This is an optimization exercise on Yosys and OpenROAD, whose aim is small area, not a production implementation.
Only simulation tests tie the RTL to the original design; equivalence was not proved.

### flow/constraint.sdc
create_clock -name core_clock -period 20.0 [get_ports {Clk}]
set_input_delay 4.0000 -clock core_clock [delete_from_list [all_inputs] [get_ports {Clk}]]
set_output_delay 4.0000 -clock core_clock [all_outputs]
set_load 0.01 [all_outputs]
### flow/flow/area3.abc
strash
&get -n
&dch -f
&nf -R 1000
&put
mfs2 -a -W 12 -D 50 -M 20000
strash
&get -n
&dch -f
&nf -R 1000
&put
mfs2 -a -W 12 -D 50 -M 20000
strash
&get -n
&dch -f
&nf -R 1000
&put
mfs2 -a -W 12 -D 50 -M 20000
strash
&get -n
&dch -f
&nf -R 1000
&put
mfs2 -a -W 12 -D 50 -M 20000
strash
&get -n
&dch -f
&nf -R 1000
&put
mfs2 -a -W 12 -D 50 -M 20000
strash
&get -n
&dch -f
&nf -R 1000
&put
mfs2 -a -W 12 -D 50 -M 20000
strash
&get -n
&dch -f
&nf -R 1000
&put
mfs2 -a -W 12 -D 50 -M 20000
strash
&get -n
&dch -f
&nf -R 1000
&put
mfs2 -a -W 12 -D 50 -M 20000
strash
&get -n
&dch -f
&nf -R 1000
&put
mfs2 -a -W 12 -D 50 -M 20000
strash
&get -n
&dch -f
&nf -R 1000
&put
mfs2 -a -W 12 -D 50 -M 20000
strash
&get -n
&dch -f
&nf -R 1000
&put
mfs2 -a -W 12 -D 50 -M 20000
strash
&get -n
&dch -f
&nf -R 1000
&put
mfs2 -a -W 12 -D 50 -M 20000
strash
&get -n
&dch -f
&nf -R 1000
&put
mfs2 -a -W 12 -D 50 -M 20000
strash
&get -n
&dch -f
&nf -R 1000
&put
mfs2 -a -W 12 -D 50 -M 20000
strash
&get -n
&dch -f
&nf -R 1000
&put
mfs2 -a -W 12 -D 50 -M 20000
strash
&get -n
&dch -f
&nf -R 1000
&put
mfs2 -a -W 12 -D 50 -M 20000
strash
&get -n
&dch -f
&nf -R 1000
&put
mfs2 -a -W 12 -D 50 -M 20000
strash
&get -n
&dch -f
&nf -R 1000
&put
mfs2 -a -W 12 -D 50 -M 20000
strash
&get -n
&dch -f
&nf -R 1000
&put
mfs2 -a -W 12 -D 50 -M 20000
strash
&get -n
&dch -f
&nf -R 1000
&put
mfs2 -a -W 12 -D 50 -M 20000
strash
&get -n
&dch -f
&nf -R 1000
&put
mfs2 -a -W 12 -D 50 -M 20000
strash
&get -n
&dch -f
&nf -R 1000
&put
mfs2 -a -W 12 -D 50 -M 20000
strash
&get -n
&dch -f
&nf -R 1000
&put
mfs2 -a -W 12 -D 50 -M 20000
strash
&get -n
&dch -f
&nf -R 1000
&put
mfs2 -a -W 12 -D 50 -M 20000
strash
&get -n
&dch -f
&nf -R 1000
&put
mfs2 -a -W 12 -D 50 -M 20000
strash
&get -n
&dch -f
&nf -R 1000
&put
mfs2 -a -W 12 -D 50 -M 20000
strash
&get -n
&dch -f
&nf -R 1000
&put
mfs2 -a -W 12 -D 50 -M 20000
strash
&get -n
&dch -f
&nf -R 1000
&put
mfs2 -a -W 12 -D 50 -M 20000
strash
&get -n
&dch -f
&nf -R 1000
&put
mfs2 -a -W 12 -D 50 -M 20000
strash
&get -n
&dch -f
&nf -R 1000
&put
mfs2 -a -W 12 -D 50 -M 20000
strash
&get -n
&dch -f
&nf -R 1000
&put
mfs2 -a -W 12 -D 50 -M 20000
strash
&get -n
&dch -f
&nf -R 1000
&put
mfs2 -a -W 12 -D 50 -M 20000
strash
&get -n
&dch -f
&nf -R 1000
&put
mfs2 -a -W 12 -D 50 -M 20000
strash
&get -n
&dch -f
&nf -R 1000
&put
mfs2 -a -W 12 -D 50 -M 20000
strash
&get -n
&dch -f
&nf -R 1000
&put
mfs2 -a -W 12 -D 50 -M 20000
strash
&get -n
&dch -f
&nf -R 1000
&put
mfs2 -a -W 12 -D 50 -M 20000
strash
&get -n
&dch -f
&nf -R 1000
&put
mfs2 -a -W 12 -D 50 -M 20000
strash
&get -n
&dch -f
&nf -R 1000
&put
mfs2 -a -W 12 -D 50 -M 20000
strash
&get -n
&dch -f
&nf -R 1000
&put
mfs2 -a -W 12 -D 50 -M 20000
strash
&get -n
&dch -f
&nf -R 1000
&put
mfs2 -a -W 12 -D 50 -M 20000
strash
&get -n
&dch -f
&nf -R 1000
&put
mfs2 -a -W 12 -D 50 -M 20000
strash
&get -n
&dch -f
&nf -R 1000
&put
mfs2 -a -W 12 -D 50 -M 20000
strash
&get -n
&dch -f
&nf -R 1000
&put
mfs2 -a -W 12 -D 50 -M 20000
strash
&get -n
&dch -f
&nf -R 1000
&put
mfs2 -a -W 12 -D 50 -M 20000
strash
&get -n
&dch -f
&nf -R 1000
&put
mfs2 -a -W 12 -D 50 -M 20000
strash
&get -n
&dch -f
&nf -R 1000
&put
mfs2 -a -W 12 -D 50 -M 20000
strash
&get -n
&dch -f
&nf -R 1000
&put
mfs2 -a -W 12 -D 50 -M 20000
strash
&get -n
&dch -f
&nf -R 1000
&put
mfs2 -a -W 12 -D 50 -M 20000
strash
&get -n
&dch -f
&nf -R 1000
&put
mfs2 -a -W 12 -D 50 -M 20000
strash
&get -n
&dch -f
&nf -R 1000
&put
mfs2 -a -W 12 -D 50 -M 20000
strash
&get -n
&dch -f
&nf -R 1000
&put
mfs2 -a -W 12 -D 50 -M 20000
strash
&get -n
&dch -f
&nf -R 1000
&put
mfs2 -a -W 12 -D 50 -M 20000
strash
&get -n
&dch -f
&nf -R 1000
&put
mfs2 -a -W 12 -D 50 -M 20000
strash
&get -n
&dch -f
&nf -R 1000
&put
mfs2 -a -W 12 -D 50 -M 20000
strash
&get -n
&dch -f
&nf -R 1000
&put
mfs2 -a -W 12 -D 50 -M 20000
strash
&get -n
&dch -f
&nf -R 1000
&put
mfs2 -a -W 12 -D 50 -M 20000
strash
&get -n
&dch -f
&nf -R 1000
&put
mfs2 -a -W 12 -D 50 -M 20000
strash
&get -n
&dch -f
&nf -R 1000
&put
mfs2 -a -W 12 -D 50 -M 20000
strash
&get -n
&dch -f
&nf -R 1000
&put
mfs2 -a -W 12 -D 50 -M 20000
strash
&get -n
&dch -f
&nf -R 1000
&put
mfs2 -a -W 12 -D 50 -M 20000
strash
&get -n
&dch -f
&nf -R 1000
&put
### flow/flow/area4.abc
strash
&get -n
&dch -f
&nf -R 1000
&put
mfs2 -a -W 16 -D 100 -M 50000
strash
&get -n
&dch -f
&nf -R 1000
&put
mfs2 -a -W 16 -D 100 -M 50000
strash
&get -n
&dch -f
&nf -R 1000
&put
mfs2 -a -W 16 -D 100 -M 50000
strash
&get -n
&dch -f
&nf -R 1000
&put
mfs2 -a -W 16 -D 100 -M 50000
strash
&get -n
&dch -f
&nf -R 1000
&put
mfs2 -a -W 16 -D 100 -M 50000
strash
&get -n
&dch -f
&nf -R 1000
&put
mfs2 -a -W 16 -D 100 -M 50000
strash
&get -n
&dch -f
&nf -R 1000
&put
mfs2 -a -W 16 -D 100 -M 50000
strash
&get -n
&dch -f
&nf -R 1000
&put
mfs2 -a -W 16 -D 100 -M 50000
strash
&get -n
&dch -f
&nf -R 1000
&put
mfs2 -a -W 16 -D 100 -M 50000
strash
&get -n
&dch -f
&nf -R 1000
&put
mfs2 -a -W 16 -D 100 -M 50000
strash
&get -n
&dch -f
&nf -R 1000
&put
mfs2 -a -W 16 -D 100 -M 50000
strash
&get -n
&dch -f
&nf -R 1000
&put
mfs2 -a -W 16 -D 100 -M 50000
strash
&get -n
&dch -f
&nf -R 1000
&put
mfs2 -a -W 16 -D 100 -M 50000
strash
&get -n
&dch -f
&nf -R 1000
&put
mfs2 -a -W 16 -D 100 -M 50000
strash
&get -n
&dch -f
&nf -R 1000
&put
mfs2 -a -W 16 -D 100 -M 50000
strash
&get -n
&dch -f
&nf -R 1000
&put
mfs2 -a -W 16 -D 100 -M 50000
strash
&get -n
&dch -f
&nf -R 1000
&put
mfs2 -a -W 16 -D 100 -M 50000
strash
&get -n
&dch -f
&nf -R 1000
&put
mfs2 -a -W 16 -D 100 -M 50000
strash
&get -n
&dch -f
&nf -R 1000
&put
mfs2 -a -W 16 -D 100 -M 50000
strash
&get -n
&dch -f
&nf -R 1000
&put
mfs2 -a -W 16 -D 100 -M 50000
strash
&get -n
&dch -f
&nf -R 1000
&put
mfs2 -a -W 16 -D 100 -M 50000
strash
&get -n
&dch -f
&nf -R 1000
&put
mfs2 -a -W 16 -D 100 -M 50000
strash
&get -n
&dch -f
&nf -R 1000
&put
mfs2 -a -W 16 -D 100 -M 50000
strash
&get -n
&dch -f
&nf -R 1000
&put
mfs2 -a -W 16 -D 100 -M 50000
strash
&get -n
&dch -f
&nf -R 1000
&put
mfs2 -a -W 16 -D 100 -M 50000
strash
&get -n
&dch -f
&nf -R 1000
&put
mfs2 -a -W 16 -D 100 -M 50000
strash
&get -n
&dch -f
&nf -R 1000
&put
mfs2 -a -W 16 -D 100 -M 50000
strash
&get -n
&dch -f
&nf -R 1000
&put
mfs2 -a -W 16 -D 100 -M 50000
strash
&get -n
&dch -f
&nf -R 1000
&put
mfs2 -a -W 16 -D 100 -M 50000
strash
&get -n
&dch -f
&nf -R 1000
&put
mfs2 -a -W 16 -D 100 -M 50000
strash
&get -n
&dch -f
&nf -R 1000
&put
mfs2 -a -W 16 -D 100 -M 50000
strash
&get -n
&dch -f
&nf -R 1000
&put
mfs2 -a -W 16 -D 100 -M 50000
strash
&get -n
&dch -f
&nf -R 1000
&put
mfs2 -a -W 16 -D 100 -M 50000
strash
&get -n
&dch -f
&nf -R 1000
&put
mfs2 -a -W 16 -D 100 -M 50000
strash
&get -n
&dch -f
&nf -R 1000
&put
mfs2 -a -W 16 -D 100 -M 50000
strash
&get -n
&dch -f
&nf -R 1000
&put
mfs2 -a -W 16 -D 100 -M 50000
strash
&get -n
&dch -f
&nf -R 1000
&put
mfs2 -a -W 16 -D 100 -M 50000
strash
&get -n
&dch -f
&nf -R 1000
&put
mfs2 -a -W 16 -D 100 -M 50000
strash
&get -n
&dch -f
&nf -R 1000
&put
mfs2 -a -W 16 -D 100 -M 50000
strash
&get -n
&dch -f
&nf -R 1000
&put
mfs2 -a -W 16 -D 100 -M 50000
strash
&get -n
&dch -f
&nf -R 1000
&put
mfs2 -a -W 16 -D 100 -M 50000
strash
&get -n
&dch -f
&nf -R 1000
&put
mfs2 -a -W 16 -D 100 -M 50000
strash
&get -n
&dch -f
&nf -R 1000
&put
mfs2 -a -W 16 -D 100 -M 50000
strash
&get -n
&dch -f
&nf -R 1000
&put
mfs2 -a -W 16 -D 100 -M 50000
strash
&get -n
&dch -f
&nf -R 1000
&put
mfs2 -a -W 16 -D 100 -M 50000
strash
&get -n
&dch -f
&nf -R 1000
&put
mfs2 -a -W 16 -D 100 -M 50000
strash
&get -n
&dch -f
&nf -R 1000
&put
mfs2 -a -W 16 -D 100 -M 50000
strash
&get -n
&dch -f
&nf -R 1000
&put
mfs2 -a -W 16 -D 100 -M 50000
strash
&get -n
&dch -f
&nf -R 1000
&put
mfs2 -a -W 16 -D 100 -M 50000
strash
&get -n
&dch -f
&nf -R 1000
&put
mfs2 -a -W 16 -D 100 -M 50000
strash
&get -n
&dch -f
&nf -R 1000
&put
mfs2 -a -W 16 -D 100 -M 50000
strash
&get -n
&dch -f
&nf -R 1000
&put
mfs2 -a -W 16 -D 100 -M 50000
strash
&get -n
&dch -f
&nf -R 1000
&put
mfs2 -a -W 16 -D 100 -M 50000
strash
&get -n
&dch -f
&nf -R 1000
&put
mfs2 -a -W 16 -D 100 -M 50000
strash
&get -n
&dch -f
&nf -R 1000
&put
mfs2 -a -W 16 -D 100 -M 50000
strash
&get -n
&dch -f
&nf -R 1000
&put
mfs2 -a -W 16 -D 100 -M 50000
strash
&get -n
&dch -f
&nf -R 1000
&put
mfs2 -a -W 16 -D 100 -M 50000
strash
&get -n
&dch -f
&nf -R 1000
&put
mfs2 -a -W 16 -D 100 -M 50000
strash
&get -n
&dch -f
&nf -R 1000
&put
mfs2 -a -W 16 -D 100 -M 50000
strash
&get -n
&dch -f
&nf -R 1000
&put
mfs2 -a -W 16 -D 100 -M 50000
strash
&get -n
&dch -f
&nf -R 1000
&put
mfs2 -a -W 16 -D 100 -M 50000
strash
&get -n
&dch -f
&nf -R 1000
&put
mfs2 -a -W 16 -D 100 -M 50000
strash
&get -n
&dch -f
&nf -R 1000
&put
mfs2 -a -W 16 -D 100 -M 50000
strash
&get -n
&dch -f
&nf -R 1000
&put
mfs2 -a -W 16 -D 100 -M 50000
strash
&get -n
&dch -f
&nf -R 1000
&put
mfs2 -a -W 16 -D 100 -M 50000
strash
&get -n
&dch -f
&nf -R 1000
&put
mfs2 -a -W 16 -D 100 -M 50000
strash
&get -n
&dch -f
&nf -R 1000
&put
mfs2 -a -W 16 -D 100 -M 50000
strash
&get -n
&dch -f
&nf -R 1000
&put
mfs2 -a -W 16 -D 100 -M 50000
strash
&get -n
&dch -f
&nf -R 1000
&put
mfs2 -a -W 16 -D 100 -M 50000
strash
&get -n
&dch -f
&nf -R 1000
&put
mfs2 -a -W 16 -D 100 -M 50000
strash
&get -n
&dch -f
&nf -R 1000
&put
mfs2 -a -W 16 -D 100 -M 50000
strash
&get -n
&dch -f
&nf -R 1000
&put
mfs2 -a -W 16 -D 100 -M 50000
strash
&get -n
&dch -f
&nf -R 1000
&put
mfs2 -a -W 16 -D 100 -M 50000
strash
&get -n
&dch -f
&nf -R 1000
&put
mfs2 -a -W 16 -D 100 -M 50000
strash
&get -n
&dch -f
&nf -R 1000
&put
mfs2 -a -W 16 -D 100 -M 50000
strash
&get -n
&dch -f
&nf -R 1000
&put
mfs2 -a -W 16 -D 100 -M 50000
strash
&get -n
&dch -f
&nf -R 1000
&put
mfs2 -a -W 16 -D 100 -M 50000
strash
&get -n
&dch -f
&nf -R 1000
&put
mfs2 -a -W 16 -D 100 -M 50000
strash
&get -n
&dch -f
&nf -R 1000
&put
mfs2 -a -W 16 -D 100 -M 50000
strash
&get -n
&dch -f
&nf -R 1000
&put
mfs2 -a -W 16 -D 100 -M 50000
strash
&get -n
&dch -f
&nf -R 1000
&put
### flow/standard.sh
#!/bin/bash
# synth_recipe.tcl (not shown) runs the flow's synth.tcl, then flattens the netlist and writes it again
# the make line also repeats each setting of config.mk as NAME=value (left out here)
make -C /OpenROAD-flow-scripts/flow DESIGN_CONFIG=/design/flow/config.mk WORK_HOME=/design/flow/orfs CLKGATE_MAP_FILE= SYNTH_SCRIPT=/design/flow/synth_recipe.tcl "${@:-finish}"
### flow/flow/area5.abc
strash
&get -n
&dch -f
&nf -R 1000
&put
mfs2 -a -W 16 -D 100 -M 50000
strash
&get -n
&dch -f
&nf -R 1000
&put
mfs2 -a -W 16 -D 100 -M 50000
strash
&get -n
&dch -f
&nf -R 1000
&put
mfs2 -a -W 16 -D 100 -M 50000
strash
&get -n
&dch -f
&nf -R 1000
&put
mfs2 -a -W 16 -D 100 -M 50000
strash
&get -n
&dch -f
&nf -R 1000
&put
mfs2 -a -W 16 -D 100 -M 50000
strash
&get -n
&dch -f
&nf -R 1000
&put
mfs2 -a -W 16 -D 100 -M 50000
strash
&get -n
&dch -f
&nf -R 1000
&put
mfs2 -a -W 16 -D 100 -M 50000
strash
&get -n
&dch -f
&nf -R 1000
&put
mfs2 -a -W 16 -D 100 -M 50000
strash
&get -n
&dch -f
&nf -R 1000
&put
mfs2 -a -W 16 -D 100 -M 50000
strash
&get -n
&dch -f
&nf -R 1000
&put
mfs2 -a -W 16 -D 100 -M 50000
strash
&get -n
&dch -f
&nf -R 1000
&put
mfs2 -a -W 16 -D 100 -M 50000
strash
&get -n
&dch -f
&nf -R 1000
&put
mfs2 -a -W 16 -D 100 -M 50000
strash
&get -n
&dch -f
&nf -R 1000
&put
mfs2 -a -W 16 -D 100 -M 50000
strash
&get -n
&dch -f
&nf -R 1000
&put
mfs2 -a -W 16 -D 100 -M 50000
strash
&get -n
&dch -f
&nf -R 1000
&put
mfs2 -a -W 16 -D 100 -M 50000
strash
&get -n
&dch -f
&nf -R 1000
&put
mfs2 -a -W 16 -D 100 -M 50000
strash
&get -n
&dch -f
&nf -R 1000
&put
mfs2 -a -W 16 -D 100 -M 50000
strash
&get -n
&dch -f
&nf -R 1000
&put
mfs2 -a -W 16 -D 100 -M 50000
strash
&get -n
&dch -f
&nf -R 1000
&put
mfs2 -a -W 16 -D 100 -M 50000
strash
&get -n
&dch -f
&nf -R 1000
&put
mfs2 -a -W 16 -D 100 -M 50000
strash
&get -n
&dch -f
&nf -R 1000
&put
mfs2 -a -W 16 -D 100 -M 50000
strash
&get -n
&dch -f
&nf -R 1000
&put
mfs2 -a -W 16 -D 100 -M 50000
strash
&get -n
&dch -f
&nf -R 1000
&put
mfs2 -a -W 16 -D 100 -M 50000
strash
&get -n
&dch -f
&nf -R 1000
&put
mfs2 -a -W 16 -D 100 -M 50000
strash
&get -n
&dch -f
&nf -R 1000
&put
mfs2 -a -W 16 -D 100 -M 50000
strash
&get -n
&dch -f
&nf -R 1000
&put
mfs2 -a -W 16 -D 100 -M 50000
strash
&get -n
&dch -f
&nf -R 1000
&put
mfs2 -a -W 16 -D 100 -M 50000
strash
&get -n
&dch -f
&nf -R 1000
&put
mfs2 -a -W 16 -D 100 -M 50000
strash
&get -n
&dch -f
&nf -R 1000
&put
mfs2 -a -W 16 -D 100 -M 50000
strash
&get -n
&dch -f
&nf -R 1000
&put
mfs2 -a -W 16 -D 100 -M 50000
strash
&get -n
&dch -f
&nf -R 1000
&put
mfs2 -a -W 16 -D 100 -M 50000
strash
&get -n
&dch -f
&nf -R 1000
&put
mfs2 -a -W 16 -D 100 -M 50000
strash
&get -n
&dch -f
&nf -R 1000
&put
mfs2 -a -W 16 -D 100 -M 50000
strash
&get -n
&dch -f
&nf -R 1000
&put
mfs2 -a -W 16 -D 100 -M 50000
strash
&get -n
&dch -f
&nf -R 1000
&put
mfs2 -a -W 16 -D 100 -M 50000
strash
&get -n
&dch -f
&nf -R 1000
&put
mfs2 -a -W 16 -D 100 -M 50000
strash
&get -n
&dch -f
&nf -R 1000
&put
mfs2 -a -W 16 -D 100 -M 50000
strash
&get -n
&dch -f
&nf -R 1000
&put
mfs2 -a -W 16 -D 100 -M 50000
strash
&get -n
&dch -f
&nf -R 1000
&put
mfs2 -a -W 16 -D 100 -M 50000
strash
&get -n
&dch -f
&nf -R 1000
&put
mfs2 -a -W 16 -D 100 -M 50000
strash
&get -n
&dch -f
&nf -R 1000
&put
### flow/config.mk
export PLATFORM = sky130hd
export DESIGN_NAME = poker_board
export DESIGN_NICKNAME = poker_board
export VERILOG_FILES = /design/flow/design.v
export SDC_FILE = /design/flow/constraint.sdc
export NUM_CORES = 4
export LEC_CHECK = 0
export ABC_AREA = 1
export CAP_MARGIN = 20
export CORE_MARGIN = 2
export CORE_UTILIZATION = 40
export GPL_TIMING_DRIVEN = 0
export SLEW_MARGIN = 20
### flow/flow/area6.abc
strash
&get -n
&dch -f
&nf -R 1000
&put
mfs2 -a -W 12 -D 50 -M 20000
strash
&get -n
&dch -f
&nf -R 1000
&put
mfs2 -a -W 12 -D 50 -M 20000
strash
&get -n
&dch -f
&nf -R 1000
&put
mfs2 -a -W 12 -D 50 -M 20000
strash
&get -n
&dch -f
&nf -R 1000
&put
mfs2 -a -W 12 -D 50 -M 20000
strash
&get -n
&dch -f
&nf -R 1000
&put
mfs2 -a -W 12 -D 50 -M 20000
strash
&get -n
&dch -f
&nf -R 1000
&put
mfs2 -a -W 12 -D 50 -M 20000
strash
&get -n
&dch -f
&nf -R 1000
&put
mfs2 -a -W 12 -D 50 -M 20000
strash
&get -n
&dch -f
&nf -R 1000
&put
mfs2 -a -W 12 -D 50 -M 20000
strash
&get -n
&dch -f
&nf -R 1000
&put
mfs2 -a -W 12 -D 50 -M 20000
strash
&get -n
&dch -f
&nf -R 1000
&put
mfs2 -a -W 12 -D 50 -M 20000
strash
&get -n
&dch -f
&nf -R 1000
&put
mfs2 -a -W 12 -D 50 -M 20000
strash
&get -n
&dch -f
&nf -R 1000
&put
mfs2 -a -W 12 -D 50 -M 20000
strash
&get -n
&dch -f
&nf -R 1000
&put
mfs2 -a -W 12 -D 50 -M 20000
strash
&get -n
&dch -f
&nf -R 1000
&put
mfs2 -a -W 12 -D 50 -M 20000
strash
&get -n
&dch -f
&nf -R 1000
&put
mfs2 -a -W 12 -D 50 -M 20000
strash
&get -n
&dch -f
&nf -R 1000
&put
mfs2 -a -W 12 -D 50 -M 20000
strash
&get -n
&dch -f
&nf -R 1000
&put
mfs2 -a -W 12 -D 50 -M 20000
strash
&get -n
&dch -f
&nf -R 1000
&put
mfs2 -a -W 12 -D 50 -M 20000
strash
&get -n
&dch -f
&nf -R 1000
&put
mfs2 -a -W 12 -D 50 -M 20000
strash
&get -n
&dch -f
&nf -R 1000
&put
mfs2 -a -W 12 -D 50 -M 20000
strash
&get -n
&dch -f
&nf -R 1000
&put
mfs2 -a -W 12 -D 50 -M 20000
strash
&get -n
&dch -f
&nf -R 1000
&put
mfs2 -a -W 12 -D 50 -M 20000
strash
&get -n
&dch -f
&nf -R 1000
&put
mfs2 -a -W 12 -D 50 -M 20000
strash
&get -n
&dch -f
&nf -R 1000
&put
mfs2 -a -W 12 -D 50 -M 20000
strash
&get -n
&dch -f
&nf -R 1000
&put
mfs2 -a -W 12 -D 50 -M 20000
strash
&get -n
&dch -f
&nf -R 1000
&put
mfs2 -a -W 12 -D 50 -M 20000
strash
&get -n
&dch -f
&nf -R 1000
&put
mfs2 -a -W 12 -D 50 -M 20000
strash
&get -n
&dch -f
&nf -R 1000
&put
mfs2 -a -W 12 -D 50 -M 20000
strash
&get -n
&dch -f
&nf -R 1000
&put
mfs2 -a -W 12 -D 50 -M 20000
strash
&get -n
&dch -f
&nf -R 1000
&put
mfs2 -a -W 12 -D 50 -M 20000
strash
&get -n
&dch -f
&nf -R 1000
&put
mfs2 -a -W 12 -D 50 -M 20000
strash
&get -n
&dch -f
&nf -R 1000
&put
mfs2 -a -W 12 -D 50 -M 20000
strash
&get -n
&dch -f
&nf -R 1000
&put
mfs2 -a -W 12 -D 50 -M 20000
strash
&get -n
&dch -f
&nf -R 1000
&put
mfs2 -a -W 12 -D 50 -M 20000
strash
&get -n
&dch -f
&nf -R 1000
&put
mfs2 -a -W 12 -D 50 -M 20000
strash
&get -n
&dch -f
&nf -R 1000
&put
mfs2 -a -W 12 -D 50 -M 20000
strash
&get -n
&dch -f
&nf -R 1000
&put
mfs2 -a -W 12 -D 50 -M 20000
strash
&get -n
&dch -f
&nf -R 1000
&put
mfs2 -a -W 12 -D 50 -M 20000
strash
&get -n
&dch -f
&nf -R 1000
&put
mfs2 -a -W 12 -D 50 -M 20000
strash
&get -n
&dch -f
&nf -R 1000
&put
mfs2 -a -W 12 -D 50 -M 20000
strash
&get -n
&dch -f
&nf -R 1000
&put
### flow/flow/area2.abc
strash
&get -n
&dch -f
&nf -R 1000
&put
mfs2 -a -W 8 -D 30 -M 10000
strash
&get -n
&dch -f
&nf -R 1000
&put
mfs2 -a -W 8 -D 30 -M 10000
strash
&get -n
&dch -f
&nf -R 1000
&put
mfs2 -a -W 8 -D 30 -M 10000
strash
&get -n
&dch -f
&nf -R 1000
&put
mfs2 -a -W 8 -D 30 -M 10000
strash
&get -n
&dch -f
&nf -R 1000
&put
mfs2 -a -W 8 -D 30 -M 10000
strash
&get -n
&dch -f
&nf -R 1000
&put
mfs2 -a -W 8 -D 30 -M 10000
strash
&get -n
&dch -f
&nf -R 1000
&put
mfs2 -a -W 8 -D 30 -M 10000
strash
&get -n
&dch -f
&nf -R 1000
&put
mfs2 -a -W 8 -D 30 -M 10000
strash
&get -n
&dch -f
&nf -R 1000
&put
mfs2 -a -W 8 -D 30 -M 10000
strash
&get -n
&dch -f
&nf -R 1000
&put
mfs2 -a -W 8 -D 30 -M 10000
strash
&get -n
&dch -f
&nf -R 1000
&put
mfs2 -a -W 8 -D 30 -M 10000
strash
&get -n
&dch -f
&nf -R 1000
&put
mfs2 -a -W 8 -D 30 -M 10000
strash
&get -n
&dch -f
&nf -R 1000
&put
mfs2 -a -W 8 -D 30 -M 10000
strash
&get -n
&dch -f
&nf -R 1000
&put
mfs2 -a -W 8 -D 30 -M 10000
strash
&get -n
&dch -f
&nf -R 1000
&put
mfs2 -a -W 8 -D 30 -M 10000
strash
&get -n
&dch -f
&nf -R 1000
&put
mfs2 -a -W 8 -D 30 -M 10000
strash
&get -n
&dch -f
&nf -R 1000
&put
mfs2 -a -W 8 -D 30 -M 10000
strash
&get -n
&dch -f
&nf -R 1000
&put
mfs2 -a -W 8 -D 30 -M 10000
strash
&get -n
&dch -f
&nf -R 1000
&put
mfs2 -a -W 8 -D 30 -M 10000
strash
&get -n
&dch -f
&nf -R 1000
&put
mfs2 -a -W 8 -D 30 -M 10000
strash
&get -n
&dch -f
&nf -R 1000
&put
mfs2 -a -W 8 -D 30 -M 10000
strash
&get -n
&dch -f
&nf -R 1000
&put
mfs2 -a -W 8 -D 30 -M 10000
strash
&get -n
&dch -f
&nf -R 1000
&put
mfs2 -a -W 8 -D 30 -M 10000
strash
&get -n
&dch -f
&nf -R 1000
&put
mfs2 -a -W 8 -D 30 -M 10000
strash
&get -n
&dch -f
&nf -R 1000
&put
mfs2 -a -W 8 -D 30 -M 10000
strash
&get -n
&dch -f
&nf -R 1000
&put
mfs2 -a -W 8 -D 30 -M 10000
strash
&get -n
&dch -f
&nf -R 1000
&put
mfs2 -a -W 8 -D 30 -M 10000
strash
&get -n
&dch -f
&nf -R 1000
&put
mfs2 -a -W 8 -D 30 -M 10000
strash
&get -n
&dch -f
&nf -R 1000
&put
mfs2 -a -W 8 -D 30 -M 10000
strash
&get -n
&dch -f
&nf -R 1000
&put
mfs2 -a -W 8 -D 30 -M 10000
strash
&get -n
&dch -f
&nf -R 1000
&put
mfs2 -a -W 8 -D 30 -M 10000
strash
&get -n
&dch -f
&nf -R 1000
&put
mfs2 -a -W 8 -D 30 -M 10000
strash
&get -n
&dch -f
&nf -R 1000
&put
mfs2 -a -W 8 -D 30 -M 10000
strash
&get -n
&dch -f
&nf -R 1000
&put
mfs2 -a -W 8 -D 30 -M 10000
strash
&get -n
&dch -f
&nf -R 1000
&put
mfs2 -a -W 8 -D 30 -M 10000
strash
&get -n
&dch -f
&nf -R 1000
&put
mfs2 -a -W 8 -D 30 -M 10000
strash
&get -n
&dch -f
&nf -R 1000
&put
mfs2 -a -W 8 -D 30 -M 10000
strash
&get -n
&dch -f
&nf -R 1000
&put
mfs2 -a -W 8 -D 30 -M 10000
strash
&get -n
&dch -f
&nf -R 1000
&put
mfs2 -a -W 8 -D 30 -M 10000
strash
&get -n
&dch -f
&nf -R 1000
&put
mfs2 -a -W 8 -D 30 -M 10000
strash
&get -n
&dch -f
&nf -R 1000
&put
### flow/design.v
module poker (
	input            Clk,
	input            Reset,
	input      [7:0] Switches,
	input            SCEN,
	input            Ack,
	input            Check,
	input            Bet,
	input            Call,
	input            Fold,
	output reg [3:0] Card1, Card2, Card3, Card4, Card5,
	output reg [3:0] Player1card1, Player1card2, Player2card1, Player2card2,
	output reg [7:0] Player1balance, Player2balance,
	output reg       PlayerTurn,
	output reg       DispCards,
	output reg       Winner,
	output reg       Gameover,
	output     [5:0] Player1state,
	output     [5:0] Player2state,
	output reg       Betting,
	output     [3:0] Hole1,
	output     [3:0] Hole2
);
localparam
NOMOVE  = 3'b000,
CHECK   = 3'b001,
BET     = 3'b010,
IN      = 3'b110,
CALL    = 3'b100,
FOLD    = 3'b101;
function [5:0] onehot;
	input [2:0] e;
	onehot = {e == IN, e == FOLD, e == CALL, e == BET, e == CHECK, e == NOMOVE};
endfunction
localparam
G_START  = 4'b0000,
G_WIN0   = 4'b0001,
G_PAY    = 4'b0101,
G_HELD   = 4'b0110,
G_RANK2  = 4'b0100,
G_HAND   = 4'b1000;
reg [3:0] gs;
wire inStage = gs[3];
wire dealt   = gs[0];
wire inWin   = ~gs[3] & (gs[2:0] != 3'b000);
reg [7:0] betLimit, bet;
reg [9:0] rnd;      
reg [3:0] rmod;     
reg [6:0] p1rank;   
reg       p1wins;   
reg [2:0] p1e, p2e;   
assign Player1state = onehot(p1e);
assign Player2state = onehot(p2e);
function gt8;
	input [7:0] a, b;
	integer i;
	reg g;
	begin
		g = 1'b0;
		for (i = 0; i < 8; i = i + 1)
			g = a[i] & ~b[i] | (a[i] | ~b[i]) & g;
		gt8 = g;
	end
endfunction
function [8:0] sub8;
	input [7:0] a, b;
	integer i;
	reg br;
	reg [7:0] d;
	begin
		br = 1'b0;
		for (i = 0; i < 8; i = i + 1)
		begin
			d[i] = a[i] ^ b[i] ^ br;
			br = ~a[i] & b[i] | ~(a[i] ^ b[i]) & br;
		end
		sub8 = {br, d};
	end
endfunction
function ge7;
	input [6:0] a, b;
	integer i;
	reg g;
	begin
		g = 1'b1;
		for (i = 0; i < 7; i = i + 1)
			g = a[i] & ~b[i] | (a[i] | ~b[i]) & g;
		ge7 = g;
	end
endfunction
function [9:0] shift;
	input [9:0] v;
	shift = {v[8:0], v[9] ^ v[6]};
endfunction
function [3:0] mstep;
	input [3:0] u;
	input b, f;
	reg [4:0] t;
	begin
		t = {u, 1'b0} + {3'b000, b, b} + {4'b0000, f} - 5'd2;   
		mstep = (t >= 5'd28) ? t - 5'd26 : (t >= 5'd15) ? t - 5'd13 : t;
	end
endfunction
wire [9:0] r1 = shift(rnd);
wire [9:0] r2 = shift(r1);
wire [9:0] r3 = shift(r2);
wire [9:0] r4 = shift(r3);
wire [3:0] u1 = mstep(rmod, rnd[9], r1[0]);
wire [3:0] u2 = mstep(u1, r1[9], r2[0]);
wire [3:0] u3 = mstep(u2, r2[9], r3[0]);
wire [3:0] u4 = mstep(u3, r3[9], r4[0]);
wire [6:0] rk;
wire holeP2 = inWin ? gs == G_RANK2 : PlayerTurn;
assign Hole1 = holeP2 ? Player2card1 : Player1card1;
assign Hole2 = holeP2 ? Player2card2 : Player1card2;
poker_rank rank (.c0(Card1), .c1(Card2), .c2(Card3), .c3(Card4), .c4(Card5),
	.c5(Hole1), .c6(Hole2), .rk(rk));
wire [2:0] meS = PlayerTurn ? p2e : p1e;
wire [2:0] otS = PlayerTurn ? p1e : p2e;
wire p1Fold  = p1e == FOLD;
wire p2Fold  = p2e == FOLD;
wire payNow  = inWin & (p1Fold | p2Fold) | gs == G_PAY;
wire lose2   = p1Fold ? 1'b0 : p2Fold ? 1'b1 : p1wins;
wire [7:0] meB = (inWin ? lose2 : PlayerTurn) ? Player2balance : Player1balance;
wire       inBet = meS == BET;
wire [8:0] diff = sub8(payNow ? 8'd254 : meB, payNow ? meB : inBet ? bet : betLimit);
wire [7:0] newB = (diff[8] & ~payNow) ? 8'd0 : diff[7:0];
wire sAck = SCEN & Ack, sBet = SCEN & Bet, sCall = SCEN & Call, sCheck = SCEN & Check, sFold = SCEN & Fold;
wire NEXT_TURN = p1e == CALL || p2e == CALL || (p1e == CHECK && p2e == CHECK);
wire END_GAME = p1e == FOLD || p2e == FOLD;
wire act     = inStage & dealt & ~NEXT_TURN & ~END_GAME;
wire bCancel = inBet & sBet;
wire bSubmit = inBet & ~sBet & ~diff[8] & gt8(bet, betLimit) & sAck;
wire mCall   = ~inBet & otS != NOMOVE & otS != CHECK & sCall;
wire mBet    = ~inBet & meS != IN & sBet;
wire mCheck  = ~inBet & (otS == NOMOVE || otS == CHECK) & meS == NOMOVE & sCheck;
wire mFold   = ~inBet & sFold;
wire mSwap   = bSubmit | mCall | mCheck | mFold;
wire newBal  = act & (bSubmit | mCall);
wire [2:0] newS = mFold ? FOLD : mCheck ? CHECK : mBet ? BET : mCall ? CALL :
                  bSubmit ? IN : bCancel ? NOMOVE : meS;
always @(posedge Clk, posedge Reset)
begin
	if (Reset)
	begin
		gs <= G_START;
		PlayerTurn <= 0;
		Card1 <= 0; Card2 <= 0; Card3 <= 0; Card4 <= 0; Card5 <= 0;
		Player1card1 <= 0; Player1card2 <= 0; Player2card1 <= 0; Player2card2 <= 0;
		p1e <= NOMOVE;
		p2e <= NOMOVE;
		DispCards <= 0;
		Gameover <= 0;
		Winner <= 0;
		Betting <= 0;
		Player1balance <= 255;
		Player2balance <= 255;
		betLimit <= 0;
		bet <= 0;
		rnd <= 10'b1010110101;
		rmod <= 4'd6;    
	end
	else
	begin
		rnd <= r1;
		rmod <= u1;
		if (gs == G_START)
		begin
			rnd <= r3;
			rmod <= u3;
			if (sAck)
				gs <= G_HAND;
			PlayerTurn <= 0;
			Card1 <= 0; Card2 <= 0; Card3 <= 0; Card4 <= 0; Card5 <= 0;
			Player1card1 <= 0; Player1card2 <= 0; Player2card1 <= 0; Player2card2 <= 0;
			p1e <= NOMOVE;
			p2e <= NOMOVE;
			DispCards <= 0;
			Gameover <= 0;
			Betting <= 0;
			betLimit <= 0;
		end
		else if (!inStage)	 
		begin
			if (sAck && Gameover && Player1balance != 0 && Player2balance != 0)
			begin
				p1e <= NOMOVE;
				p2e <= NOMOVE;
				gs <= G_START;
			end
			else if (gs != G_HELD)
				gs <= gs + 4'd1;
			if (p1e == FOLD)
			begin
				Player2balance <= newB;
				Winner <= 1;
				Gameover <= 1;
			end
			else if (p2e == FOLD)
			begin
				Player1balance <= newB;
				Winner <= 0;
				Gameover <= 1;
			end
			else if (gs == G_PAY)
			begin
				Gameover <= 1;
				Winner <= !p1wins;
				if (p1wins)
					Player1balance <= newB;
				else
					Player2balance <= newB;
			end
		end
		else	 
		begin
			if (!dealt)
			begin
				gs[0] <= 1'b1;
				case (gs[2:1])
				2'b00: begin
					Player1card1 <= u1; Player1card2 <= u2; Player2card1 <= u3; Player2card2 <= u4;
					rnd <= r4; rmod <= u4;
				end
				2'b01: begin
					Card1 <= u1; Card2 <= u2; Card3 <= u3;
					rnd <= r4; rmod <= u4;
				end
				2'b10: begin
					Card4 <= u1;
					rnd <= r2; rmod <= u2;
				end
				default: begin
					Card5 <= u1;
					rnd <= r2; rmod <= u2;
				end
				endcase
			end
			else if (NEXT_TURN)
			begin
				gs <= (gs[2:1] == 2'b11) ? G_WIN0 : {1'b1, gs[2:1] + 2'd1, 1'b0};
				p1e <= NOMOVE;
				p2e <= NOMOVE;
				betLimit <= 0;
				PlayerTurn <= 0;
			end
			else if (END_GAME)
			begin
				gs <= G_WIN0;
				betLimit <= 0;
				if (gs[2:1] == 2'b00)
					Betting <= 0;
			end
			else
			begin
				if (inBet)
				begin
					bet <= Switches;
					if (bCancel)
						Betting <= 0;
					else if (bSubmit)
					begin
						betLimit <= bet;
						Betting <= 0;
					end
				end
				else
				begin
					if (mBet)
						Betting <= 1;
					if (mCall | mBet | mCheck | mFold)
						DispCards <= 0;
					else if (sAck)
						DispCards <= !DispCards;
				end
				if (mSwap)
					PlayerTurn <= !PlayerTurn;
				if (PlayerTurn)
				begin
					p2e <= newS;
					if (newBal)
						Player2balance <= newB;
				end
				else
				begin
					p1e <= newS;
					if (newBal)
						Player1balance <= newB;
				end
			end
		end
	end
end
always @(posedge Clk)
begin
	p1rank <= rk;
	p1wins <= ge7(p1rank, rk);
end
endmodule
module poker_rank (
	input  [3:0] c0, c1, c2, c3, c4, c5, c6,
	output [6:0] rk
);
function [7:0] cx;
	input [3:0] a, b;
	reg [3:0] gt, ge;
	reg g;
	begin
		gt = a & ~b;
		ge = a | ~b;
		g = gt[3] | ge[3] & (gt[2] | ge[2] & (gt[1] | ge[1] & gt[0]));
		cx = g ? {b, a} : {a, b};
	end
endfunction
function plus4;
	input [3:0] a, b;
	plus4 = b[1:0] == a[1:0] && b[3:2] == a[3:2] + 2'd1;
endfunction
reg [3:0] d0, d1, d2, d3, d4, d5, d6;
always @*
begin
	d0 = c0; d1 = c1; d2 = c2; d3 = c3; d4 = c4; d5 = c5; d6 = c6;
	{d0, d6} = cx(d0, d6);
	{d2, d3} = cx(d2, d3);
	{d4, d5} = cx(d4, d5);
	{d0, d2} = cx(d0, d2);
	{d1, d4} = cx(d1, d4);
	{d3, d6} = cx(d3, d6);
	{d0, d1} = cx(d0, d1);
	{d2, d5} = cx(d2, d5);
	{d3, d4} = cx(d3, d4);
	{d1, d2} = cx(d1, d2);
	{d4, d6} = cx(d4, d6);
	{d2, d3} = cx(d2, d3);
	{d4, d5} = cx(d4, d5);
	{d1, d2} = cx(d1, d2);
	{d3, d4} = cx(d3, d4);
	{d5, d6} = cx(d5, d6);
end
wire e0 = d0 == d1, e1 = d1 == d2, e2 = d2 == d3, e3 = d3 == d4, e4 = d4 == d5, e5 = d5 == d6;
wire quad  = e0 & e1 & e2 | e1 & e2 & e3 | e2 & e3 & e4 | e3 & e4 & e5;
wire full1 = e4 & e5 & (e2 | e1 | e0) | e3 & e4 & (e1 | e0);
wire full2 = e2 & e3 & (e5 | e0) | e1 & e2 & (e5 | e4) | e0 & e1 & (e5 | e4 | e3);
wire str1  = ~(e2 | e3 | e4 | e5) & plus4(d2, d6);
wire str2  = ~(e1 | e2 | e3 | e4) & plus4(d1, d5);
wire str3  = ~(e0 | e1 | e2 | e3) & plus4(d0, d4);
wire trip  = e0 & e1 | e1 & e2 | e2 & e3 | e3 & e4 | e4 & e5;
wire pair  = e0 | e1 | e2 | e3 | e4 | e5;
wire pair2 = e0 & (e1 | e2 | e3 | e4 | e5) | e1 & (e2 | e3 | e4 | e5) | e2 & (e3 | e4 | e5) | e3 & (e4 | e5) | e4 & e5;
reg [2:0] hnd;
reg [1:0] hsel;   
always @*
begin
	hsel = 2'd0;
	if (quad | full1)
		hnd = 3'd6 - {2'b00, ~quad};
	else if (full2)
	begin
		hnd = 3'd5;
		hsel = e5 ? 2'd0 : e4 ? 2'd1 : 2'd2;
	end
	else if (str1 | str2 | str3)
	begin
		hnd = 3'd4;
		hsel = str1 ? 2'd0 : str2 ? 2'd1 : 2'd2;
	end
	else if (trip)
		hnd = 3'd3;
	else if (pair2)
		hnd = 3'd2;
	else if (pair)
		hnd = 3'd1;
	else
		hnd = 3'd0;
end
assign rk = {hnd, hsel[1] ? d4 : hsel[0] ? d5 : d6};
endmodule
module poker_board (
	input        Clk,
	input        Reset,
	input  [7:0] Switches,
	input        SCEN,
	input        Ack,
	input        Check,
	input        Bet,
	input        Call,
	input        Fold,
	output [3:0] Card1, Card2, Card3, Card4, Card5,
	output [3:0] Player1card1, Player1card2, Player2card1, Player2card2,
	output [7:0] Player1balance, Player2balance,
	output       PlayerTurn,
	output       DispCards,
	output       Winner,
	output       Gameover,
	output [5:0] Player1state,
	output [5:0] Player2state,
	output       Betting,
	output [31:0] Digits
);
	wire [3:0] Hole1, Hole2;
	poker poker (.Switches(Switches), .Ack(Ack),
		.Check(Check), .Bet(Bet), .Call(Call), .Fold(Fold),
		.Clk(Clk), .Reset(Reset), .SCEN(SCEN),
		.Card1(Card1), .Card2(Card2), .Card3(Card3), .Card4(Card4), .Card5(Card5),
		.Player1card1(Player1card1), .Player1card2(Player1card2), .Player2card1(Player2card1),
		.Player2card2(Player2card2), .Player1balance(Player1balance), .Player2balance(Player2balance),
		.PlayerTurn(PlayerTurn), .DispCards(DispCards), .Winner(Winner), .Gameover(Gameover),
		.Player1state(Player1state), .Player2state(Player2state), .Betting(Betting),
		.Hole1(Hole1), .Hole2(Hole2));
	function [3:0] add3;
		input [3:0] x;
		begin
			add3[3] = x[3] | x[2] & (x[1] | x[0]);
			add3[2] = x[2] & ~x[1] & ~x[0] | x[3] & x[0];
			add3[1] = ~x[2] & x[1] | x[1] & x[0] | x[3] & ~x[0];
			add3[0] = ~x[3] & ~x[2] & x[0] | x[2] & x[1] & ~x[0] | x[3] & ~x[0];
		end
	endfunction
	function [11:0] dec3;
		input [7:0] v;
		reg [3:0] c1, c2, c3, c4, c5, c6, c7;
		reg [3:0] h, t, o;
		begin
			c1 = add3({1'b0, v[7:5]});
			c2 = add3({c1[2:0], v[4]});
			c3 = add3({c2[2:0], v[3]});
			c4 = add3({1'b0, c1[3], c2[3], c3[3]});
			c5 = add3({c3[2:0], v[2]});
			c6 = add3({c4[2:0], c5[3]});
			c7 = add3({c5[2:0], v[1]});
			h = {2'b00, c4[3], c6[3]};
			t = {c6[2:0], c7[3]};
			o = {c7[2:0], v[0]};
			dec3[11:8] = (h == 0) ? 4'd10 : h;
			dec3[7:4]  = (t == 0) ? 4'd10 : t;
			dec3[3:0]  = (o == 0) ? 4'd10 : o;
		end
	endfunction
	wire [7:0] balB = (Player1state == 6'b000100) ? Player1balance : Player2balance;
	wire [7:0] balL = Betting ? Switches : Winner ? Player2balance : Player1balance;
	wire [11:0] decA = dec3(balB);
	wire [11:0] decL = dec3(balL);
	reg [3:0] SSD7, SSD6, SSD5, SSD4, SSD3, SSD2, SSD1, SSD0;
	always @ *
	begin
		if (Betting | Gameover)
		begin
			SSD3 = 4'd10;
			{SSD2, SSD1, SSD0} = decL;
			if (Betting)
			begin
				SSD7 = 4'd10;
				{SSD6, SSD5, SSD4} = decA;
			end
			else
			begin
				SSD7 = 4'b1111;
				SSD6 = Winner ? 4'd2 : 4'd1;
				SSD5 = 4'd0;
				SSD4 = 4'd0;
			end
		end
		else
		begin
			SSD7 = PlayerTurn ? 4'd2 : 4'd1;
			SSD6 = Card5;
			SSD5 = Card4;
			SSD4 = Card3;
			SSD3 = Card2;
			SSD2 = Card1;
			SSD1 = DispCards ? Hole2 : 4'd0;
			SSD0 = DispCards ? Hole1 : 4'd0;
		end
	end
	assign Digits = {SSD7, SSD6, SSD5, SSD4, SSD3, SSD2, SSD1, SSD0};
endmodule
### flow/flow/run.sh
#!/bin/bash
# Own layout flow: the standard synthesis, then its combinational logic
# re-mapped by ABC for area (every register instance is kept as it is; of a
# few ABC scripts the one giving the smallest area is used), then the standard flow's
# standard layout from floorplan to finish, with the smallest buffer on the
# ports and no dummy loads in the clock tree.
set -euo pipefail
W=$(pwd)
R=$W/orfs/results/$FLOW_PLATFORM/poker_board/base
LIB=$FLOW_HOME/platforms/$FLOW_PLATFORM/lib/sky130_fd_sc_hd__tt_025C_1v80.lib

bash standard.sh synth > $W/log_1_synth.txt 2>&1
cp $R/1_2_yosys.v $W/std_1_2_yosys.v

DONT_USE=$(sed -n '/^export DONT_USE_CELLS += /,/^$/p' $FLOW_HOME/platforms/$FLOW_PLATFORM/config.mk \
	| grep -o 'sky130_fd_sc_hd__[a-z0-9_]*' | sed 's/^/-dont_use /' | tr '\n' ' ')

# candidate ABC scripts, run in parallel
resyn() {
	local S=$1
	local n=$(basename $S .abc)
	yosys -p "
read_liberty -ignore_miss_func $LIB
read_verilog $W/std_1_2_yosys.v
hierarchy -check -top $FLOW_TOP
setattr -mod -set keep_hierarchy 1 sky130_fd_sc_hd__df* sky130_fd_sc_hd__edf* sky130_fd_sc_hd__conb_1
flatten
rename -hide w:*.*
opt -purge
abc -liberty $LIB -script $S $DONT_USE $FLOW_TOP
opt_clean -purge
select $FLOW_TOP
tee -o $W/abc_$n.stat stat -liberty $LIB
write_verilog -noattr -nohex -nodec -selected $W/abc_$n.v
" > $W/log_2_resyn_$n.txt 2>&1
}
jobs_max=${NUM_CORES:-4}
for S in $W/flow/area*.abc; do
	while (( $(jobs -rp | wc -l) >= jobs_max )); do sleep 1; done
	resyn $S &
done
wait

best=""
best_area=""
for S in $W/flow/area*.abc; do
	n=$(basename $S .abc)
	a=$(grep "Chip area" $W/abc_$n.stat 2>/dev/null | awk '{print $NF}' || true)
	echo "$n $a" >> $W/resyn_areas.txt
	[[ -n "$a" ]] || continue
	if [[ -z "$best" ]] || awk "BEGIN{exit !($a < $best_area)}"; then
		best=$n
		best_area=$a
	fi
done
echo "chosen $best $best_area" >> $W/resyn_areas.txt

yosys -p "
read_liberty -lib $LIB
read_verilog $W/abc_$best.v
hierarchy -check -top $FLOW_TOP
hilomap -singleton -hicell sky130_fd_sc_hd__conb_1 HI -locell sky130_fd_sc_hd__conb_1 LO
splitnets
opt_clean -purge
insbuf -buf sky130_fd_sc_hd__buf_1 A X
check -assert
tee -o $W/resyn_stat.txt stat -liberty $LIB
write_verilog -noattr -nohex -nodec $W/resyn_1_2_yosys.v
" > $W/log_3_resyn_check.txt 2>&1

cp $W/resyn_1_2_yosys.v $R/1_2_yosys.v
rm -f $R/1_synth.odb
bash standard.sh BUFFER_PORTS_ARGS="-buffer_cell sky130_fd_sc_hd__buf_1" \
	CTS_ARGS="-sink_clustering_enable -repair_clock_nets -dont_use_dummy_load" finish > $W/log_4_layout.txt 2>&1
### flow/flow/area1.abc
strash
&get -n
&dch -f
&nf -R 1000
&put
mfs2 -a
strash
&get -n
&dch -f
&nf -R 1000
&put
mfs2 -a
strash
&get -n
&dch -f
&nf -R 1000
&put
mfs2 -a
strash
&get -n
&dch -f
&nf -R 1000
&put
mfs2 -a
strash
&get -n
&dch -f
&nf -R 1000
&put
mfs2 -a
strash
&get -n
&dch -f
&nf -R 1000
&put
mfs2 -a
strash
&get -n
&dch -f
&nf -R 1000
&put
mfs2 -a
strash
&get -n
&dch -f
&nf -R 1000
&put
mfs2 -a
strash
&get -n
&dch -f
&nf -R 1000
&put
mfs2 -a
strash
&get -n
&dch -f
&nf -R 1000
&put
mfs2 -a
strash
&get -n
&dch -f
&nf -R 1000
&put
mfs2 -a
strash
&get -n
&dch -f
&nf -R 1000
&put
mfs2 -a
strash
&get -n
&dch -f
&nf -R 1000
&put
mfs2 -a
strash
&get -n
&dch -f
&nf -R 1000
&put
mfs2 -a
strash
&get -n
&dch -f
&nf -R 1000
&put
mfs2 -a
strash
&get -n
&dch -f
&nf -R 1000
&put
mfs2 -a
strash
&get -n
&dch -f
&nf -R 1000
&put
mfs2 -a
strash
&get -n
&dch -f
&nf -R 1000
&put
mfs2 -a
strash
&get -n
&dch -f
&nf -R 1000
&put
mfs2 -a
strash
&get -n
&dch -f
&nf -R 1000
&put
mfs2 -a
strash
&get -n
&dch -f
&nf -R 1000
&put
mfs2 -a
strash
&get -n
&dch -f
&nf -R 1000
&put
mfs2 -a
strash
&get -n
&dch -f
&nf -R 1000
&put
mfs2 -a
strash
&get -n
&dch -f
&nf -R 1000
&put
mfs2 -a
strash
&get -n
&dch -f
&nf -R 1000
&put
mfs2 -a
strash
&get -n
&dch -f
&nf -R 1000
&put
mfs2 -a
strash
&get -n
&dch -f
&nf -R 1000
&put
mfs2 -a
strash
&get -n
&dch -f
&nf -R 1000
&put
mfs2 -a
strash
&get -n
&dch -f
&nf -R 1000
&put
mfs2 -a
strash
&get -n
&dch -f
&nf -R 1000
&put
mfs2 -a
strash
&get -n
&dch -f
&nf -R 1000
&put
mfs2 -a
strash
&get -n
&dch -f
&nf -R 1000
&put
mfs2 -a
strash
&get -n
&dch -f
&nf -R 1000
&put
mfs2 -a
strash
&get -n
&dch -f
&nf -R 1000
&put
mfs2 -a
strash
&get -n
&dch -f
&nf -R 1000
&put
mfs2 -a
strash
&get -n
&dch -f
&nf -R 1000
&put
mfs2 -a
strash
&get -n
&dch -f
&nf -R 1000
&put
mfs2 -a
strash
&get -n
&dch -f
&nf -R 1000
&put
mfs2 -a
strash
&get -n
&dch -f
&nf -R 1000
&put
mfs2 -a
strash
&get -n
&dch -f
&nf -R 1000
&put
mfs2 -a
strash
&get -n
&dch -f
&nf -R 1000
&put
==> results of run 1 <==
path summary, 6_finish.rpt:
kind	start	endpoint	slack (ns)	cells after the start
max	poker.gs[3]	poker.p1wins	7.22	45
min	poker.p1rank[6]	poker.p1wins	0.50	2
max reg2reg	poker.gs[3]	poker.p1wins	7.22	45
min reg2reg	poker.p1rank[6]	poker.p1wins	0.50	2
max in group asynchronous	Reset	poker.Player2balance[6]	15.75	3
min in group asynchronous	Reset	poker.rnd[6]	3.55	2
flip-flops by register name, summed over array words and instances, names as in the netlist, 7 cells and up:
register	cells
poker.Player1balance	8
poker.betLimit	8
poker.rnd	10
poker.Player2balance	8
poker.bet	8
poker.p1rank	7
critical path, delay by kind of cell, from the launching register on:
| family | cells | cell delay (ns) |
|---|---|---|
| DFF | 1 | 0.70 |
| adders and majority gates | 2 | 0.80 |
| muxes | 3 | 1.29 |
| and+or+nand+nor | 12 | 1.71 |
| AOI/OAI and AO/OA | 27 | 7.96 |
| buffers and inverters | 1 | 0.21 |
metrics by stage:
stage,util [%],std cells,cell area [sq um],hold WS [ns],worst slack [ns]
after floorplan,-,1165,8860,0.4661,9.074
after global placement,44.34,1561,9646,0.4830,6.719
after detailed placement,44.71,1565,9727,0.4939,7.268
after CTS,45.74,1574,9952,0.5096,7.170
after global routing,45.77,1574,9958,0.5322,5.992
final,45.77,1574,9958,0.5011,7.218
cell type report:
| class | count | area, sq um | area share [%] |
|---|---|---|---|
| clock buffer | 9 | 225.2 | 2.262 |
| inverter | 39 | 151.4 | 1.520 |
| multi-input combinational | 1021 | 6121 | 61.47 |
| sequential | 105 | 2618 | 26.28 |
| tap | 280 | 350.3 | 3.518 |
| timing repair buffer | 120 | 493.0 | 4.950 |
per-layer routing:
layer  up-vias  share of wire [%]  GRT usage, %
li1       4513                  -             -
met1      4262                 48         33.40
met2       234                 44         37.43
met3        48                4.2         3.119
met4         0                3.4         9.524
met5         -                  0             0
==> run summary, run 1 <==
- The slowest stage of the critical path is the o21ai_0 cell.
- The capturing element type of the critical path is a flop.
- At the pin with the least slew margin, the transition time is 1.039 ns.
- The final critical path takes up 63.91% of the cycle.
- In this run, the number of DRC markers left after iteration 0 of detailed routing was 529.
- Yosys printed 3 warnings.
- The total CTS buffers is 9.
- In this run the number of H-tree levels came out at 3.
- The number of sinks driven by the clock tree is 105.
- STA puts the critical path data arrival time at 13.04 ns.
- Clock-pin slew was measured on the worst setup and hold paths at 0.06 ns.
- The count of fill cells added during filler insertion is around 2,300.
- In this run the count of I/O pins placed on the die edge is 117.
- The cell count after synthesis came out at 1,165.
- Summed over all layers, the routed wires come to 28,310 microns.
- The first TritonRoute pass finished after 5 iterations.
- Global routing used 23.85% of the available tracks across all layers.
- The root buffer cell is clkbuf_16.
- The number of resized instances in the post-cts repair step is 0.
- The kind of launch point of the worst setup path is a flop.
- Derived from the worst setup path, the maximum achievable clock frequency is 78.24 MHz.
- For this run the aggregate overflow at the end of global routing stands at 0.
- Max-cap violations in this run came to 0.
- The final route contains 9,057 vias.
- The number of global-route vias before repair is 8,487.
- The detailed-route DRC error count is 0.
- Adding up every negative setup slack in the final design gives 0 ns.
- The worst endpoint required time is 20.26 ns.
- The setup skew after layout is 0.03086 ns.
- The residual antenna-violating net count after detailed routing is 0.
- In the final routed layout, each cell accounts on average for about 18 microns.
- Along the worst path, the maximum fanout reaches 14.
- During placement, the flow inserted port buffers numbering about 120.
- The largest net degree at the start of global routing is between 80 and 90.
- The die covers 23,360 sq um.
- Routability-driven placement finished with a final weighted congestion of 0.9217.
- The library cell used most frequently in the layout, excluding fill and tap cells, is nand2_1.
- The first global-routing pass estimated 45,110 microns of wire.
- For this design, the CTS-stage hold fixing added 0 buffers.
- The run finished with no timing, DRC or antenna violations.
- After detailed routing, the number of vias per cell comes to roughly 5.8.
- The initial utilization of the core area, before any placement, comes to between 40% and 50%.
- The total of endpoints with negative setup slack in the final report is 0.
- The share of final-layout standard cells stronger than drive strength 1 is under 10%.
- The TritonCTS clock tree is done.
- Detailed placement finished with a half-perimeter wire length of 22,190 microns.
- The initial antenna violation count is 0.
- The startpoint-to-endpoint class of the critical path is flop to flop.
- The minimum clock period after layout is between 10 and 15 ns.
- The final max-slew violation count is 0.
- After floorplanning, the core was sized to cover 21,760 sq um.
- The final hold violation count is 0.
- The class of the most critical hold timing path is flop to flop.
- The largest single stage delay on the critical path is 0.81 ns.
- The most used cell along the critical path is a21oi_1.
- Setup repair after global routing left no endpoint under its margin.
- The area growth from synthesis to layout is 12.40%.
- The floorplan step set the die height to 152.8 microns.
- The tightest slew margin relative to the limit is a little under a third.
- In this run the cell area of the synthesized design comes to 8860 sq um.
- The count of antenna diodes in the layout is 0.
- The number of setup buffers added after CTS is 0.
- Counting every net in the synthesized netlist gives 1,181.
- In the layout the commonest cells are nand2_1 (195), nor2_1 (148), o21ai_0 (116), buf_1 (116), a21oi_1 (92).
- The clock latency at the later pin of the worst-skew pair is 0.36 ns.
- The clock tree buffer depth is 2.
- The number of nets in the layout is 1,312.
- Averaged over all synthesized cells, the footprint is 7.605 sq um.
- The die is 152.8 microns wide.
- The floorplan has 54 rows.
==> run 2, diff against run 1 <==
--- a/flow/design.v
+++ b/flow/design.v
@@ -321,17 +321,17 @@
 begin
 	d0 = c0; d1 = c1; d2 = c2; d3 = c3; d4 = c4; d5 = c5; d6 = c6;
-	{d0, d6} = cx(d0, d6);
+	{d0, d1} = cx(d0, d1);
 	{d2, d3} = cx(d2, d3);
 	{d4, d5} = cx(d4, d5);
 	{d0, d2} = cx(d0, d2);
-	{d1, d4} = cx(d1, d4);
-	{d3, d6} = cx(d3, d6);
-	{d0, d1} = cx(d0, d1);
-	{d2, d5} = cx(d2, d5);
-	{d3, d4} = cx(d3, d4);
-	{d1, d2} = cx(d1, d2);
+	{d1, d3} = cx(d1, d3);
 	{d4, d6} = cx(d4, d6);
-	{d2, d3} = cx(d2, d3);
-	{d4, d5} = cx(d4, d5);
+	{d1, d2} = cx(d1, d2);
+	{d5, d6} = cx(d5, d6);
+	{d0, d4} = cx(d0, d4);
+	{d1, d5} = cx(d1, d5);
+	{d2, d6} = cx(d2, d6);
+	{d2, d4} = cx(d2, d4);
+	{d3, d5} = cx(d3, d5);
 	{d1, d2} = cx(d1, d2);
 	{d3, d4} = cx(d3, d4);
==> run summary, run 2 <==
- The number of sinks driven by the clock tree was 105 (unchanged).
- STA classifies the critical path startpoint as a flop.
- The number of iterations in the first detailed-routing pass is 5 (unchanged).
- The netlist area before placement is 8797 sq um (-0.71%).
- The routed length per instance is 18.25 microns (+1.5%).
- The maximum single-stage delay on the critical path is 0.73 ns (-0.08 ns).
- The die height is 152.3 microns (-0.34%).
- The number of I/O port buffers is 116 (unchanged).
- The total number of H-tree levels is 3 (unchanged).
- The residual antenna-violating net count after detailed routing was 0 (unchanged).
- The register with the most flip-flops in the final layout is poker.rnd.
- The setup skew after layout was 0.01207 ns (-0.01879 ns).
- The worst hold path belongs to the class flop to flop.
- TritonCTS built the clock tree.
- The share of final-layout standard cells stronger than drive strength 1 is 3.256% (-0.067 points).
- The area of the core is 21,690 sq um (-0.31%).
- The most used cell along the critical path is o21ai_0.
- The part of the cycle the worst path needs came to 62.21% (-1.7 points).
- The floorplan row count came to 54 (unchanged).
- The minimum clock period after layout is 12.44 ns (-0.3408 ns).
- The half-perimeter wire length after detailed placement is 22,200 microns (about the same).
- The area growth from synthesis to layout is 12.19%.
- The run finished with no timing, DRC or antenna violations.
- The maximum fanout along the worst path was 15 (+1).
- The largest individual stage delay along the critical path comes from the cell o21ai_0.
- The worst hold margin is 0.5082 ns (+0.007093 ns).
- The final standard cell utilization of the core came to 45.51% (-0.27 points).
- The global-route met1 utilization came to 35.16% (+1.8 points).
- The capturing element type of the critical path is a flop.
- The number of global-route vias before repair is 8,492 (+0.059%).
- The clock tree buffer depth is 2 (unchanged).
- The sum of buffers and inverters on the critical path is 3 (+2).
- The global routing usage summed across all routing layers is 24.60% (+0.75 points).
- The ratio of routed vias to standard cells is 5.894 (+2.4%).
- The residual overflow from global routing is 0 (unchanged).
- Setup repair after global routing left no endpoint under its margin.
- The total number of yosys warnings is 3 (unchanged).
- The area taken by flip-flops and latches is 2619 sq um (about the same).
- The flip-flop count of the largest register after layout is 10 (unchanged).
- The highest attainable clock frequency is 80.38 MHz (+2.7%).
- The wire length of the first global-routing pass was 46,220 microns (+2.4%).
- The clock latency at the later pin of the worst-skew pair is 0.35 ns (about the same).
- The met2 global-route usage came to 38.59% (+1.2 points).
- The worst endpoint data arrival time is 12.68 ns (-0.36 ns).
- The count of fill cells added during filler insertion is 2,247 (-0.53%).
- The clock input transition at the sequential cells of the worst setup and hold paths is 0.07 ns (about the same).
- The final max-slew violation count came to 0 (unchanged).
- The area taken by multi-input logic gates is 6001 sq um (-2.0%).
- The starting density of the core is 40.56% (-0.16 points).
- The worst setup path is of the flop to flop kind.
- The boundary pin count is 117 (unchanged).
- The count of antenna diodes in the layout is 0 (unchanged).
- The number of DRC violations after detailed-routing iteration 0 was 633 (+20%).
- The number of resized instances in the post-cts repair step is 0 (unchanged).
- The tightest slew margin relative to the limit is 30.99% (+0.49 points).
- The die extent in x is 152.3 microns (-0.34%).
- The number of maximum-capacitance violations is 0 (unchanged).
- In the layout the commonest cells are nand2_1 (174), nor2_1 (162), o21ai_0 (116), buf_1 (116), a21oi_1 (102).
- On the critical path the largest part of the delay comes from compound AO/OA/AOI/OAI gates.
- The largest net degree at the start of global routing is 79 (-2.5%).
- The final hold violation count is 0 (unchanged).
- The total of endpoints with negative setup slack in the final report is 0 (unchanged).
- The final setup TNS is 0 ns (unchanged).
- met2 is the most crowded layer.
- The instance count of the mapped netlist was 1,163 (-0.17%).
- The post-synthesis net count came to 1,179 (-0.17%).
- The via count is 9,253 (+2.2%).
- The die outline area was 23,200 sq um (-0.69%).
- The number of post-CTS setup repair buffers is 0 (unchanged).
- The initial antenna violation count is 0 (unchanged).
- The number of nets in the layout is 1,308 (-0.30%).
- The pin slew with the least headroom to its limit is 1.024 ns (-0.01436 ns).
- The routability congestion estimate from global placement is 0.9146 (-0.77%).
- The worst endpoint required time is 20.24 ns (-0.02 ns).
- The total CTS buffers is 9 (unchanged).
- CTS placed an instance of clkbuf_16 at the clock tree root.
- The library cell used most frequently in the layout, excluding fill and tap cells, is nand2_1.
- The sum of routed wire length over all layers was 28,650 microns (+1.2%).
- The met3 global-route usage is 2.702% (-0.42 points).
- The hold buffer count at cts came to 0 (unchanged).
- The mean instance size in the synthesized netlist is 7.564 sq um (-0.54%).
- The detailed-route DRC error count is 0 (unchanged).
run 2: tightest hold or removal path: stages, from the launching register on:
cell and delay [ns]:
dfxtp_1 0.32, nor2_1 0.10, nor2_1 0.05
run 2: layer usage:
layer	vias to the layer above	routed length, microns
li1	4518	-
met1	4378	13310
met2	319	12670
met3	38	1831
met4	0	839
met5	-	0
run 2: path summary, 6_finish.rpt:
| path | slack (ns) | startpoint | endpoint | cells past startpoint |
|---|---|---|---|---|
| max | 7.56 | poker.gs[3] | poker.p1wins | 50 |
| min | 0.51 | poker.p1rank[6] | poker.p1wins | 2 |
| max reg2reg | 7.56 | poker.gs[3] | poker.p1wins | 50 |
| min reg2reg | 0.51 | poker.p1rank[6] | poker.p1wins | 2 |
| max in group asynchronous | 15.75 | Reset | poker.rmod[1] | 3 |
| min in group asynchronous | 3.56 | Reset | poker.Player2card2[1] | 2 |
run 2: area by class of cell:
cell class	instances	share of cell area [%]
Multi-Input combinational cell	1005	60.80
Sequential cell	105	26.53
Timing Repair Buffer	118	4.767
Tap cell	280	3.550
Clock buffer	9	2.282
Inverter	53	2.066
run 2: through the flow:
step | cells | setup slack [ns] | cell area, sq um
finish | 1570 | 7.559 | 9869
global route | 1570 | 6.055 | 9869
CTS | 1570 | 7.593 | 9864
detailed placement | 1561 | 7.618 | 9639
global placement | 1559 | 6.934 | 9583
floorplan | 1163 | 9.115 | 8797

static timing again, ports no longer ideal:
The flow's constraints put no driver on any port. The routed layouts listed below were extracted and timed again, unchanged, in two steps. Step 1 assumes that a clkbuf_16 drives the clock port and a buf_2 every other input. Step 2 adds t to the input delays and takes it off the output delays; t is the mean of the earliest and latest rising clock arrival at the registers after step 1. Input paths then give back, and output paths get back, about the clock's delay inside the block. Three values: ideal, step 1, step 2; two values: the first two.
run	shift t [ns]	slack for setup (ns)	clock arrival spread, ns
run 1	0.388	7.218 / 7.218 / 7.218	0.031 / 0.031
run 2	0.393	7.559 / 7.559 / 7.559	0.016 / 0.017
After both steps setup and hold are still met in every run listed.
